This is an optimization exercise on Yosys and OpenROAD, whose aim is small area, not a production implementation. Only the layout flow was run in this run; the RTL was not checked for function there.

**flow/config.mk**
```make
export PLATFORM = sky130hd
export DESIGN_NAME = dk_walk
export DESIGN_NICKNAME = dk_walk
export VERILOG_FILES = /design/flow/design.v
export SDC_FILE = /design/flow/constraint.sdc
export NUM_CORES = 4
export LEC_CHECK = 0
export CAP_MARGIN = 20
export CORE_MARGIN = 2
export CORE_UTILIZATION = 40
export SLEW_MARGIN = 20
```
**flow/constraint.sdc**
```tcl
create_clock -name core_clock -period 30.0 [get_ports {clk}]
set_input_delay 6.0000 -clock core_clock [delete_from_list [all_inputs] [get_ports {clk}]]
set_output_delay 6.0000 -clock core_clock [all_outputs]
set_load 0.01 [all_outputs]
```
**flow/design.v**
```verilog
module LFSR(
  input clk,
  input audio_clk_en,
  input I_RSTn,
  output reg [7:0] LFSR    
);
wire feedback = LFSR[7];
always @(posedge clk, negedge I_RSTn) begin
  if(!I_RSTn)begin
    LFSR <= 255;
  end else if(audio_clk_en) begin
    LFSR[0] <= feedback;
    LFSR[1] <= LFSR[0];
    LFSR[2] <= LFSR[1] ^ feedback;
    LFSR[3] <= LFSR[2] ^ feedback;
    LFSR[4] <= LFSR[3] ^ feedback;
    LFSR[5] <= LFSR[4];
    LFSR[6] <= LFSR[5];
    LFSR[7] <= LFSR[6];
  end
end
endmodule
module Log2highacc
(
	input [23:0]	DIN_8_shifted,
	input			clk,
	output	[11:0]	DOUT_8_shifted
);
reg	[3:0]	priencout1;
reg	[3:0]	priencout2;
reg	[3:0]	priencout3;
reg	[5:0]	barrelout;
reg	[20:0]	barrelin;
reg	[7:0]	LUTout;
assign	DOUT_8_shifted	=	{priencout3, LUTout};	 
always @(posedge clk) 					
begin
	priencout2	<=	priencout1;
	priencout3	<=	priencout2;
	barrelin	<=	DIN_8_shifted[22:2];
end
wire [20:0] tmp1 =	(barrelin <<< ~priencout1);	 
always @(posedge clk)
begin
	barrelout	<=	tmp1[20:15];
end
wire	[15:0]	priencin = DIN_8_shifted[23:8];
always @(posedge clk)						 
casex (priencin)
	16'b1xxxxxxxxxxxxxxx:	priencout1	<=	15;
	16'b01xxxxxxxxxxxxxx:	priencout1	<=	14;
	16'b001xxxxxxxxxxxxx:	priencout1	<=	13;	
	16'b0001xxxxxxxxxxxx:	priencout1	<=	12;	
	16'b00001xxxxxxxxxxx:	priencout1	<=	11;	
	16'b000001xxxxxxxxxx:	priencout1	<=	10;	
	16'b0000001xxxxxxxxx:	priencout1	<=	9;	
	16'b00000001xxxxxxxx:	priencout1	<=	8;	
	16'b000000001xxxxxxx:	priencout1	<=	7;	
	16'b0000000001xxxxxx:	priencout1	<=	6;	
	16'b00000000001xxxxx:	priencout1	<=	5;	
	16'b000000000001xxxx:	priencout1	<=	4;	
	16'b0000000000001xxx:	priencout1	<=	3;	
	16'b00000000000001xx:	priencout1	<=	2;	
	16'b000000000000001x:	priencout1	<=	1;	
	16'b000000000000000x:	priencout1	<=	0;
endcase
always @(posedge clk)
case (barrelout)
	0:	LUTout	<=	0;
	1:	LUTout	<=	6;
	2:	LUTout	<=	11;
	3:	LUTout	<=	17;
	4:	LUTout	<=	22;
	5:	LUTout	<=	28;
	6:	LUTout	<=	33;
	7:	LUTout	<=	38;
	8:	LUTout	<=	44;
	9:	LUTout	<=	49;
	10:	LUTout	<=	54;
	11:	LUTout	<=	59;
	12:	LUTout	<=	63;
	13:	LUTout	<=	68;
	14:	LUTout	<=	73;
	15:	LUTout	<=	78;
	16:	LUTout	<=	82;
	17:	LUTout	<=	87;
	18:	LUTout	<=	92;
	19:	LUTout	<=	96;
	20:	LUTout	<=	100;
	21:	LUTout	<=	105;
	22:	LUTout	<=	109;
	23:	LUTout	<=	113;
	24:	LUTout	<=	118;
	25:	LUTout	<=	122;
	26:	LUTout	<=	126;
	27:	LUTout	<=	130;
	28:	LUTout	<=	134;
	29:	LUTout	<=	138;
	30:	LUTout	<=	142;
	31:	LUTout	<=	146;
	32:	LUTout	<=	150;
	33:	LUTout	<=	154;
	34:	LUTout	<=	157;
	35:	LUTout	<=	161;
	36:	LUTout	<=	165;
	37:	LUTout	<=	169;
	38:	LUTout	<=	172;
	39:	LUTout	<=	176;
	40:	LUTout	<=	179;
	41:	LUTout	<=	183;
	42:	LUTout	<=	186;
	43:	LUTout	<=	190;
	44:	LUTout	<=	193;
	45:	LUTout	<=	197;
	46:	LUTout	<=	200;
	47:	LUTout	<=	203;
	48:	LUTout	<=	207;
	49:	LUTout	<=	210;
	50:	LUTout	<=	213;
	51:	LUTout	<=	216;
	52:	LUTout	<=	220;
	53:	LUTout	<=	223;
	54:	LUTout	<=	226;
	55:	LUTout	<=	229;
	56:	LUTout	<=	232;
	57:	LUTout	<=	235;
	58:	LUTout	<=	238;
	59:	LUTout	<=	241;
	60:	LUTout	<=	244;
	61:	LUTout	<=	247;
	62:	LUTout	<=	250;
	63:	LUTout	<=	253;
endcase
endmodule
module natural_log(input clk, input[23:0] in_8_shifted, input I_RSTn, output reg[11:0] out_8_shifted);
    localparam RATIO_16_SHIFTED = 45426;  
    wire[11:0] log2_x;
    Log2highacc log2(
        .DIN_8_shifted(in_8_shifted < 24'h104 ? 24'h104 : in_8_shifted),  
        .clk(clk),
        .DOUT_8_shifted(log2_x)
    );
    always_ff @( posedge clk, negedge I_RSTn ) begin : blockName
        if(!I_RSTn)begin
            out_8_shifted <= 0;
        end else if(log2_x)begin
            out_8_shifted <= RATIO_16_SHIFTED * log2_x >>> 16; 
        end
    end
endmodule
module rate_of_change_limiter #(
    parameter VCC = 12,
    parameter SAMPLE_RATE = 48000,
    parameter MAX_CHANGE_RATE = 950  
) (
    input clk,
    input I_RSTn,
    input audio_clk_en,
    input signed[15:0] in,
    output reg signed[15:0] out
);
    localparam longint MAX_CHANGE_PER_SAMPLE = (MAX_CHANGE_RATE <<< 14) / VCC / SAMPLE_RATE;
    wire signed[16:0] difference;
    assign difference = in - out;
    always@(posedge clk, negedge I_RSTn) begin
        if(!I_RSTn)begin
            out <= 0;
        end else if(audio_clk_en) begin
            if(difference < -MAX_CHANGE_PER_SAMPLE)begin
                out <= out - MAX_CHANGE_PER_SAMPLE;
            end else if(difference > MAX_CHANGE_PER_SAMPLE) begin
                out <= out + MAX_CHANGE_PER_SAMPLE;
            end else begin
                out <= in; 
            end
        end
    end
endmodule
module invertor_square_wave_oscilator#(
    parameter longint CLOCK_RATE = 50000000,
    parameter SAMPLE_RATE = 48000,
    parameter R1 = 4300,
    parameter C_MICROFARADS_16_SHIFTED = 655360,  
    parameter VCC = 5,
    parameter V_SIGNAL = 5
) (
    input clk,
    input I_RSTn,
    input audio_clk_en,
    output signed[15:0] out
);
    localparam longint R1_K_OHM_16_SHIFTED = R1 * 16777 >>> 8;  
    localparam longint CONSTANT_RATIO_16_SHIFTED = 14895;  
    localparam longint FREQUENCY_16_SHIFTED = CONSTANT_RATIO_16_SHIFTED * (R1_K_OHM_16_SHIFTED * C_MICROFARADS_16_SHIFTED) >>> 32;
    localparam longint RATE_OF_CHANGE = 1000;
    localparam longint INVERTOR_SWITCHING_SLOWNESS = (CLOCK_RATE <<< 16) / ((RATE_OF_CHANGE <<< 16) / (V_SIGNAL * 2));
    localparam longint WAVE_LENGTH = (CLOCK_RATE <<< 16) / FREQUENCY_16_SHIFTED + INVERTOR_SWITCHING_SLOWNESS;
    localparam longint output_volume = (V_SIGNAL <<< 14) / VCC; 
    localparam HALF_WAVE_LENGTH = WAVE_LENGTH >>> 1;
    reg [63:0] wave_length_counter;
    reg signed[15:0] unfiltered_out;
    rate_of_change_limiter #(
        .SAMPLE_RATE(SAMPLE_RATE),
        .MAX_CHANGE_RATE(RATE_OF_CHANGE),
        .VCC(VCC)
    ) slew_rate (
        .clk(clk),
        .I_RSTn(I_RSTn),
        .audio_clk_en(audio_clk_en),
        .in(unfiltered_out),
        .out(out)
    );
    always@(posedge clk, negedge I_RSTn) begin
        if(!I_RSTn)begin
            wave_length_counter <= 0;
            unfiltered_out <= 0;
        end else begin
            if(wave_length_counter < WAVE_LENGTH)begin
                wave_length_counter <= wave_length_counter + 1;
            end else begin 
                wave_length_counter <= 0;
            end
            if (audio_clk_en) begin
                unfiltered_out <=  wave_length_counter < HALF_WAVE_LENGTH ? output_volume : 0;
            end
        end
    end
endmodule
module WalkEnAstable555 
( 
    input clk, 
    input audio_clk_en, 
    input I_RSTn, 
    input signed[0:15] walk_en,
    input signed[0:15] square_wave,
    output signed[0:15] v_control
);
    wire signed[0:28] tmp0;
    wire signed[0:28] tmp1;
    wire signed[0:28] tmp2;
    wire signed[0:28] tmp3;
    wire signed[0:28] tmp4;
    wire signed[0:28] tmp5;
    wire signed[0:28] tmp6;
    wire signed[0:16] walk_en_denormalized;  
    assign walk_en_denormalized = walk_en * 5 >> 2;
    wire signed[0:16] square_wave_denormalized;  
    assign square_wave_denormalized = square_wave * 5 >> 2;
    localparam signed[0:16] vcc_denormalized = 5 << 12;  
    reg signed[0:40] tmp_circ_4;   
    assign tmp0 = tmp_circ_4 * 4091 >> 12;   
    assign tmp1 = walk_en_denormalized * 2169 >> 12;   
    assign tmp2 = vcc_denormalized * 2646 >> 12;   
    assign tmp3 = square_wave_denormalized * 3615 >> 12;   
    assign tmp4 = tmp0 + ({ tmp1, { 1{'0} } });  
    assign tmp5 = ({ tmp2, { 2{'0} } }) + tmp3;  
    assign tmp6 = tmp4 + tmp5;  
    always @(posedge clk) begin
        if (~I_RSTn) begin
            tmp_circ_4 <= 17'b0;
        end else if (audio_clk_en) begin
            tmp_circ_4 <= tmp6 >> 0;
        end
    end
    assign v_control = tmp_circ_4 * 3276 >> 24;   
endmodule
module astable_555_vco#(
    parameter CLOCK_RATE = 50000000,
    parameter longint SAMPLE_RATE = 48000,
    parameter R1 = 47000,
    parameter R2 = 27000,
    parameter C_35_SHIFTED = 1134  
) (
    input clk,
    input I_RSTn,
    input audio_clk_en,
    input signed[15:0] v_control,
    output signed[15:0] out
);
    localparam VCC = 16384;
    localparam ln2_16_SHIFTED = 45426;
    localparam[63:0] C_R2_ln2_27_SHIFTED = C_35_SHIFTED * R2 * ln2_16_SHIFTED >>> 24;
    localparam[63:0] C_R1_R2_35_SHIFTED = C_35_SHIFTED * (R1 + R2);
    localparam[31:0] CYCLES_LOW = C_R2_ln2_27_SHIFTED * CLOCK_RATE >>> 27;
    localparam[31:0] CLOCK_RATE_C_R1_R2 = C_R1_R2_35_SHIFTED * CLOCK_RATE >>> 35;
    wire signed[15:0] v_control_safe;
    reg[15:0] v_control_divided_two_vcc_minus_vcontrol;
    reg[15:0] two_vcc_minus_vcontrol;
    wire [11:0] ln_vc_vcc_vc_8_shifted;
    reg[23:0] to_log_8_shifted;
    natural_log natlog(
        .in_8_shifted(to_log_8_shifted),
        .I_RSTn(I_RSTn),
        .clk(clk),
        .out_8_shifted(ln_vc_vcc_vc_8_shifted)
    );
    wire[32:0] WAVE_LENGTH;
    reg[31:0] CYCLES_HIGH;
    assign v_control_safe = v_control < 32767 ? (v_control > 0 ? v_control : 1) : 32766;
    assign WAVE_LENGTH = CYCLES_HIGH + CYCLES_LOW;
    reg[63:0] wave_length_counter;
    reg signed[15:0] unfiltered_out;
    rate_of_change_limiter #(
        .SAMPLE_RATE(SAMPLE_RATE),
        .MAX_CHANGE_RATE(200000)
    ) slew_rate (
        clk,
        I_RSTn,
        audio_clk_en,
        unfiltered_out,
        out
    );
    always @(posedge clk, negedge I_RSTn) begin
        if(!I_RSTn)begin
            unfiltered_out <= 0;
            to_log_8_shifted <= 0;
            wave_length_counter <= 0;
            CYCLES_HIGH <= 1000;
            v_control_divided_two_vcc_minus_vcontrol <= 3000;
            two_vcc_minus_vcontrol <= 3000;
        end else begin
            v_control_divided_two_vcc_minus_vcontrol <= v_control_safe / (two_vcc_minus_vcontrol >>> 8);
            two_vcc_minus_vcontrol <= (VCC <<< 1) - (v_control_safe <<< 1);
            to_log_8_shifted <= (1 <<< 8) + v_control_divided_two_vcc_minus_vcontrol;
            CYCLES_HIGH <= ((CLOCK_RATE_C_R1_R2 >> 4) * ln_vc_vcc_vc_8_shifted) >> 4;  
            if(wave_length_counter < WAVE_LENGTH)begin
            wave_length_counter <= wave_length_counter + 1;
            end else begin 
                wave_length_counter <= 0;
            end
            if(audio_clk_en)begin
                unfiltered_out <= wave_length_counter < CYCLES_HIGH ? 16384 : 0;
            end
        end
    end
endmodule
module resistor_capacitor_high_pass_filter #(
    parameter SAMPLE_RATE = 48000,
    parameter R = 47000,
    parameter C_35_SHIFTED = 1615  
) ( 
    input clk,
    input I_RSTn,
    input audio_clk_en,
    input signed[15:0] in,
    output reg signed[15:0] out
);
    /*verilator lint_off WIDTH*/
    localparam longint DELTA_T_32_SHIFTED = (1 <<< 32) / SAMPLE_RATE;
    localparam longint R_C_32_SHIFTED = R * C_35_SHIFTED >>> 3;
    localparam int SMOOTHING_FACTOR_ALPHA_16_SHIFTED = (R_C_32_SHIFTED <<< 16) / (R_C_32_SHIFTED + DELTA_T_32_SHIFTED);
    wire[7:0] random_number;
    LFSR lfsr(
        .clk(clk),
        .audio_clk_en(audio_clk_en),
        .I_RSTn(I_RSTn),
        .LFSR(random_number)
    );
    reg signed[15:0] last_in;
    always@(posedge clk, negedge I_RSTn) begin
        if(!I_RSTn)begin
            out <= 0;
            last_in <= 0;
        end else if(audio_clk_en)begin
            out <= SMOOTHING_FACTOR_ALPHA_16_SHIFTED * (out + in - last_in) >>> 16;
            last_in <= in + ((random_number >>> 6) - 2);  
        end
    end
endmodule
module resistor_capacitor_low_pass_filter #(
    /*verilator lint_off WIDTH*/
    parameter[63:0] SAMPLE_RATE = 48000 * 2,
    parameter R = 47000,
    parameter C_35_SHIFTED = 1615  
) ( 
    input clk,
    input I_RSTn,
    input audio_clk_en,
    input signed[15:0] in,
    output reg signed[15:0] out
);
    localparam longint DELTA_T_32_SHIFTED = (1 <<< 32) / SAMPLE_RATE;
    localparam longint R_C_32_SHIFTED = R * C_35_SHIFTED >>> 3;
    localparam longint LONG_SMOOTHING_FACTOR = (DELTA_T_32_SHIFTED <<< 16) / (R_C_32_SHIFTED + DELTA_T_32_SHIFTED);
    localparam signed [29:0] SMOOTHING_FACTOR_ALPHA_16_SHIFTED = {1'b0, LONG_SMOOTHING_FACTOR[28:0]};
    reg signed[15:0] difference_in_out;
    /*verilator lint_off UNUSED*/
    reg signed[29:0] smoothed;
    always@(posedge clk, negedge I_RSTn) begin
        if(!I_RSTn)begin
            out <= 0;
            difference_in_out <= 0;
            smoothed <= 0;
        end else if(audio_clk_en)begin
            out <= out + {smoothed[29], smoothed[14:0]};
        end else begin
            difference_in_out  <= in - out;
            smoothed  <= (SMOOTHING_FACTOR_ALPHA_16_SHIFTED * difference_in_out >>> 16);
        end
    end
endmodule 
module dk_walk #(
    parameter CLOCK_RATE = 1000000,
    parameter SAMPLE_RATE = 96000
)(
    input clk,
    input I_RSTn,
    input audio_clk_en,
    input walk_en,
    output reg signed[15:0] out
);
    localparam signed[15:0] VCC = 1 << 14;  
    wire signed[15:0] square_osc_out;
    wire signed[15:0] v_control;
    wire signed[15:0] mixer_input[1:0];
    wire signed[15:0] walk_en_5volts;
    wire signed[15:0] walk_en_5volts_filtered;
    assign walk_en_5volts =  walk_en ? 0 : VCC;
    rate_of_change_limiter #(
        .SAMPLE_RATE(SAMPLE_RATE),
        .MAX_CHANGE_RATE(1300)
    ) slew_rate (
        .clk(clk),
        .I_RSTn(I_RSTn),
        .audio_clk_en(audio_clk_en),
        .in(walk_en_5volts),
        .out(walk_en_5volts_filtered)
    );
    invertor_square_wave_oscilator#(
        .CLOCK_RATE(CLOCK_RATE),
        .SAMPLE_RATE(SAMPLE_RATE),
        .R1(4300),
        .C_MICROFARADS_16_SHIFTED(655360)
    ) square (
        .clk(clk),
        .I_RSTn(I_RSTn),
        .audio_clk_en(audio_clk_en),
        .out(square_osc_out)
    );
    WalkEnAstable555 walk_en_astable (
        .clk(clk),
        .audio_clk_en(audio_clk_en),
        .I_RSTn(I_RSTn),
        .walk_en(walk_en_5volts_filtered),
        .square_wave(square_osc_out),
        .v_control(v_control)
    );
    wire signed[15:0] astable_555_out;
    astable_555_vco #(
        .CLOCK_RATE(CLOCK_RATE),
        .SAMPLE_RATE(SAMPLE_RATE),
        .R1(47000),
        .R2(27000),
        .C_35_SHIFTED(1134)  
    ) vco (
        .clk(clk),
        .I_RSTn(I_RSTn),
        .audio_clk_en(audio_clk_en),
        .v_control(v_control),
        .out(astable_555_out)
    );
    wire signed[15:0] walk_en_high_passed;
    resistor_capacitor_high_pass_filter #(
        .SAMPLE_RATE(SAMPLE_RATE),
        .R(10000),  
        .C_35_SHIFTED(113387)  
    ) filter7 (
        .clk(clk),
        .I_RSTn(I_RSTn),
        .audio_clk_en(audio_clk_en),
        .in(walk_en_5volts_filtered),
        .out(walk_en_high_passed)
    );
    wire signed[15:0] walk_en_rectified;
    assign walk_en_rectified = walk_en_high_passed > 0 ? walk_en_high_passed : walk_en_high_passed >> 9;
    wire signed[15:0] walk_en_oscilated;
    assign walk_en_oscilated = astable_555_out > 820 ? walk_en_rectified : 0;
    wire signed[15:0] walk_en_oscilated_high_passed;
    resistor_capacitor_high_pass_filter #(
        .SAMPLE_RATE(SAMPLE_RATE),
        .R(5600),  
        .C_35_SHIFTED(161491)  
    ) filter8 (
        .clk(clk),
        .I_RSTn(I_RSTn),
        .audio_clk_en(audio_clk_en),
        .in(walk_en_oscilated <<< 1),  
        .out(walk_en_oscilated_high_passed)
    );
    wire signed[15:0] walk_en_oscilated_band_passed;
    resistor_capacitor_low_pass_filter #(
        .SAMPLE_RATE(SAMPLE_RATE),
        .R(5600),  
        .C_35_SHIFTED(1614)  
    ) filter3 (
        .clk(clk),
        .I_RSTn(I_RSTn),
        .audio_clk_en(audio_clk_en),
        .in(walk_en_oscilated_high_passed),
        .out(walk_en_oscilated_band_passed)
    );
    always @(posedge clk, negedge I_RSTn) begin
        if(!I_RSTn)begin
            out <= 0;
        end else if(audio_clk_en)begin
            out <= walk_en_oscilated_band_passed;
        end
    end
endmodule
```
**flow/run.sh**
```bash
#!/bin/bash
# synth_recipe.tcl (not shown) runs the flow's synth.tcl, then flattens the netlist and writes it again
# the make line also repeats each setting of config.mk as NAME=value (left out here)
make -C /OpenROAD-flow-scripts/flow DESIGN_CONFIG=/design/flow/config.mk WORK_HOME=/design/flow/orfs CLKGATE_MAP_FILE= SYNTH_SCRIPT=/design/flow/synth_recipe.tcl finish
```
==> impl_results.md <==
- Run status: finished clean
- Clock skew: 0.0532 ns
- DP Area: between 70,000 and 80,000 um2
- Footprint of the multi-input gates: 54,100 um2
- Share of cells above drive strength 1: a little under 6%
- CTS max path bufs: 3
- DRC: 0
- Gpl congestion: 0.883
- Main combinational cell family by area after synthesis: adder cells
- Max cap viols: 0
- Rel. slew slack: 24.6%
- Initial drt markers: 2,219
- Dpl hpwl: 132,000 um
- Root buffer cell: clkbuf_16
- Clk pin slew, worst setup/hold paths: 0.06 ns
- Post-synthesis mux area share: around 2.2%
- Die height: 428 um
- Fin. Hold Viols: 0
- Number of synthesized flops with an enable pin: 0
- Most used cell, CP: o21a_1
- Simple-gate portion of the synthesized area: under 10%
- First-pass GRT wire length: roughly 270,000 um
- R2R setup slack: between 1.5 and 2 ns
- Final slew viol count: 0
- Tcrit/Tclk final: a little over nine tenths
- Synthesis Warnings: 13
- Total track usage: 17.8%
- Rows: 155
- Cells on worst reg2reg path: 141
- Async SR Flop Fraction: between 80% and 90%
- Final min period: between 20 and 30 ns
- Peak Freq: 35.4 MHz
- Port bufs: 19
- Post-Synthesis Cells: 7,751
- Congestion Overflow GR: 0
- Hold_sp: vco.natlog.log2.priencout2[3]
- Hold Path Cell Cnt: 0
- Launching point of the worst reg2reg path: walk_en_astable.tmp_circ_4[37]
- Antenna Nets Post-Route: 0
- DR vias: 51,300
- Mapped Area: ~70,000 um2
- Main synth FF type: dfrtp_1
- Worst min-delay path category: reg2reg
- Slew @ Worst Pin: 1.12 ns
- Slowest CP cell: fa_1
- WL final: 158,000 um
- Wirelength per Cell: 15.4 um
- Post-Synth XOR/XNOR Area: 5.22%
- Most frequent cells in the layout: inv_1, ha_1, fa_1, nor2_1, nand2_1
- WHS Endpoint: vco.natlog.log2.priencout3[3]
- Synth Register Bits: 450
- Syn Area/Cell: 9.26 um2
- Seq. cell area: 11,000 um2
- Worst reg2reg endpoint: vco.v_control_divided_two_vcc_minus_vcontrol[2]
- Core Util, Final: 43.5%
- Critical Path AT: approximately 29 ns
- Die span in x: roughly 430 um
- Setup CP Type: reg2reg
- Clock tree sinks: 450
- Adder-Cell Fraction of Synth Area: between 40 and 50%
- Filler instances: 17,400
- TritonCTS clock tree: built
- Worst-Skew Late Latency: 0.67 ns
- Post-synth cell types: 121
- CTS buffer count: 55
- Area grow syn2layout: 8.15%
- Core outline area: roughly 180,000 um2
- Final Cell Area: 77,600 um2
- Crit start category: flop
- Hold-fix buffer count after cts: 0
- Nets: 9,852
- Antenna violations before repair: 1
- Compound-Gate Fraction of Synth Area: between 10% and 20%
- Crit-path max FO: 10
- Die area: 183,000 um2
- Largest net degree at the start of global routing: around 110
- WP data required: slightly above 30 ns
- Min Hold Slack: between 0.3 and 0.4 ns
- Initial Util: 40.2%
- Initial DRT Pass Iterations: 6
- # setup viols final: 0
- Sequential area share after synthesis: 15.3%
- Top Ports: 20
- Via-to-Cell Ratio: 5.01
- Commonest non-fill, non-tap cell in the layout: inv_1
- Vias in the first global route: 53,400
- Max stage delay on crit path: 0.53 ns
- CTS H-Tree Depth: 2
- CP Capture Type: flop
[per-layer routing]
metal / share of wire, % / vias up / track usage [%] / wire length, um
met5: 0 / - / 0 / 0
met4: 2.0 / 0 / 3.78 / 3200
met3: 2.4 / 164 / 1.27 / 3760
met2: 50 / 634 / 31.6 / 78500
met1: 46 / 25300 / 23.8 / 72400
li1: - / 25200 / - / -
[registers in the layout, indices dropped and copies added, names as in the netlist, 13 cells and up]
register / flops
filter3.smoothed: 13
vco.CYCLES_HIGH: 16
vco.v_control_divided_two_vcc_minus_vcontrol: 14
vco.natlog.log2.barrelin: 15
square.wave_length_counter: 64
walk_en_astable.tmp_circ_4: 29
vco.wave_length_counter: 64
filter8.out: 16
square.slew_rate.out: 15
vco.to_log_8_shifted: 15
filter7.last_in: 16
vco.slew_rate.out: 14
filter7.out: 16
filter3.difference_in_out: 16
out: 16
filter8.last_in: 16
filter3.out: 16
slew_rate.out: 15
[timing repair]
action,4_1_cts,5_1_grt
buffers inserted,0,23
cloned,0,0
pin swaps,0,12
setup endpoints to repair,1,2
gates resized for setup,6,75
[worst max path at each step]
stage | to | slack, ns | start
6_report | vco.v_control_divided_two_vcc_minus_vcontrol[2] | 1.72 | walk_en_astable.tmp_circ_4[37]
5_1_grt | vco.v_control_divided_two_vcc_minus_vcontrol[2] | -0.09 | walk_en_astable.tmp_circ_4[38]
2_1_floorplan | vco.v_control_divided_two_vcc_minus_vcontrol[2] | 2.60 | walk_en_astable.tmp_circ_4[12]
3_3_place_gp | vco.v_control_divided_two_vcc_minus_vcontrol[2] | 0.51 | walk_en_astable.tmp_circ_4[36]
4_1_cts | vco.v_control_divided_two_vcc_minus_vcontrol[2] | 0.03 | walk_en_astable.tmp_circ_4[34]
3_5_place_dp | vco.v_control_divided_two_vcc_minus_vcontrol[2] | -0.18 | walk_en_astable.tmp_circ_4[36]
[synthesized netlist by cell type, types with 15 or more instances]
| library cell | n | area, um2 |
|---|---|---|
| a211oi_1 | 29 | 218 |
| a21boi_0 | 33 | 248 |
| a21o_1 | 106 | 796 |
| a21oi_1 | 304 | 1520 |
| a31o_2 | 16 | 140 |
| a31oi_1 | 36 | 225 |
| and2_1 | 47 | 294 |
| and3_1 | 55 | 344 |
| buf_1 | 16 | 60.1 |
| clkbuf_1 | 129 | 484 |
| dfrtp_1 | 348 | 8710 |
| dfstp_2 | 32 | 841 |
| dfxtp_1 | 70 | 1400 |
| fa_1 | 972 | 19500 |
| ha_1 | 1035 | 12900 |
| inv_1 | 1799 | 6750 |
| mux2_2 | 73 | 822 |
| mux2i_1 | 49 | 490 |
| nand2_1 | 356 | 1340 |
| nand2b_1 | 46 | 288 |
| nand3_1 | 98 | 490 |
| nand3b_1 | 19 | 143 |
| nand4_1 | 43 | 269 |
| nor2_1 | 382 | 1430 |
| nor2b_1 | 75 | 469 |
| nor3_1 | 144 | 721 |
| nor4_1 | 44 | 275 |
| o211ai_1 | 29 | 218 |
| o21a_1 | 94 | 706 |
| o21ai_0 | 342 | 1710 |
| o21bai_1 | 58 | 435 |
| o22ai_1 | 45 | 282 |
| o31ai_1 | 47 | 353 |
| o41ai_1 | 15 | 131 |
| or2_2 | 30 | 188 |
| or3_1 | 44 | 275 |
| xnor2_1 | 296 | 2590 |
| xor2_1 | 132 | 1160 |
[logic make-up after synthesis]
family	Yosys count
and+or+nand+nor	1449
xor gates and xnor gates	428
other	2
AOI/OAI and AO/OA	1312
DFF	450
muxes	138
buffers and inverters	1965
adders and majority gates	2007
[area by class of cell]
| type | count | share of cell area [%] |
|---|---|---|
| timing repair buffer | 98 | 1.02 |
| clock inverter | 36 | 0.743 |
| tap | 2355 | 3.80 |
| inverter | 1806 | 8.74 |
| clock buffer | 67 | 1.90 |
| multi-input combinational | 5430 | 69.6 |
| sequential | 450 | 14.2 |
| antenna | 1 | 0.00322 |
[worst max-delay path: cells and delay by family, from the launching register on]
family          cells  cell delay [ns]
mux                 3             0.63
fa+ha+maj          19             6.48
flops               1             0.40
buf+inv            13             1.16
compound gates     72            13.86
simple gates       34             5.55
[stage by stage]
step / TNS (ns) / setup WS, ns / std cells
finish: 0 / 1.72 / 10200
global route: -0.0939 / -0.0939 / 10200
CTS: 0 / 0.0324 / 10200
detailed placement: -0.177 / -0.177 / 10100
global placement: 0 / 0.506 / 10100
floorplan: 0 / 2.60 / 7845

## separate check: timing with driven ports
Ports are ideal in the flow. The routed layout listed here was re-timed in OpenROAD.
Step 1: set_driving_cell puts a clkbuf_16 on clk and a buf_2 on each other input, an assumption about the parent block.
Step 2 times the ports against the registers' clock, not the clock port: input delays grow and output delays shrink by t, the midpoint of the rising clock arrivals with the driver on.
a / b / c = ideal / step 1 / step 2; a / b = the first two.
t (ns): 0.719
slack for setup (ns): 1.719 / 1.719 / 1.719
worst hold slack (ns): 0.326 / 0.326 / 0.326
worst setup path after step 2: register to register
After both steps this run still meets setup and hold. For this run, drivers alone change the setup slack by 0.000 ns; drivers and shift together by 0.000 ns.
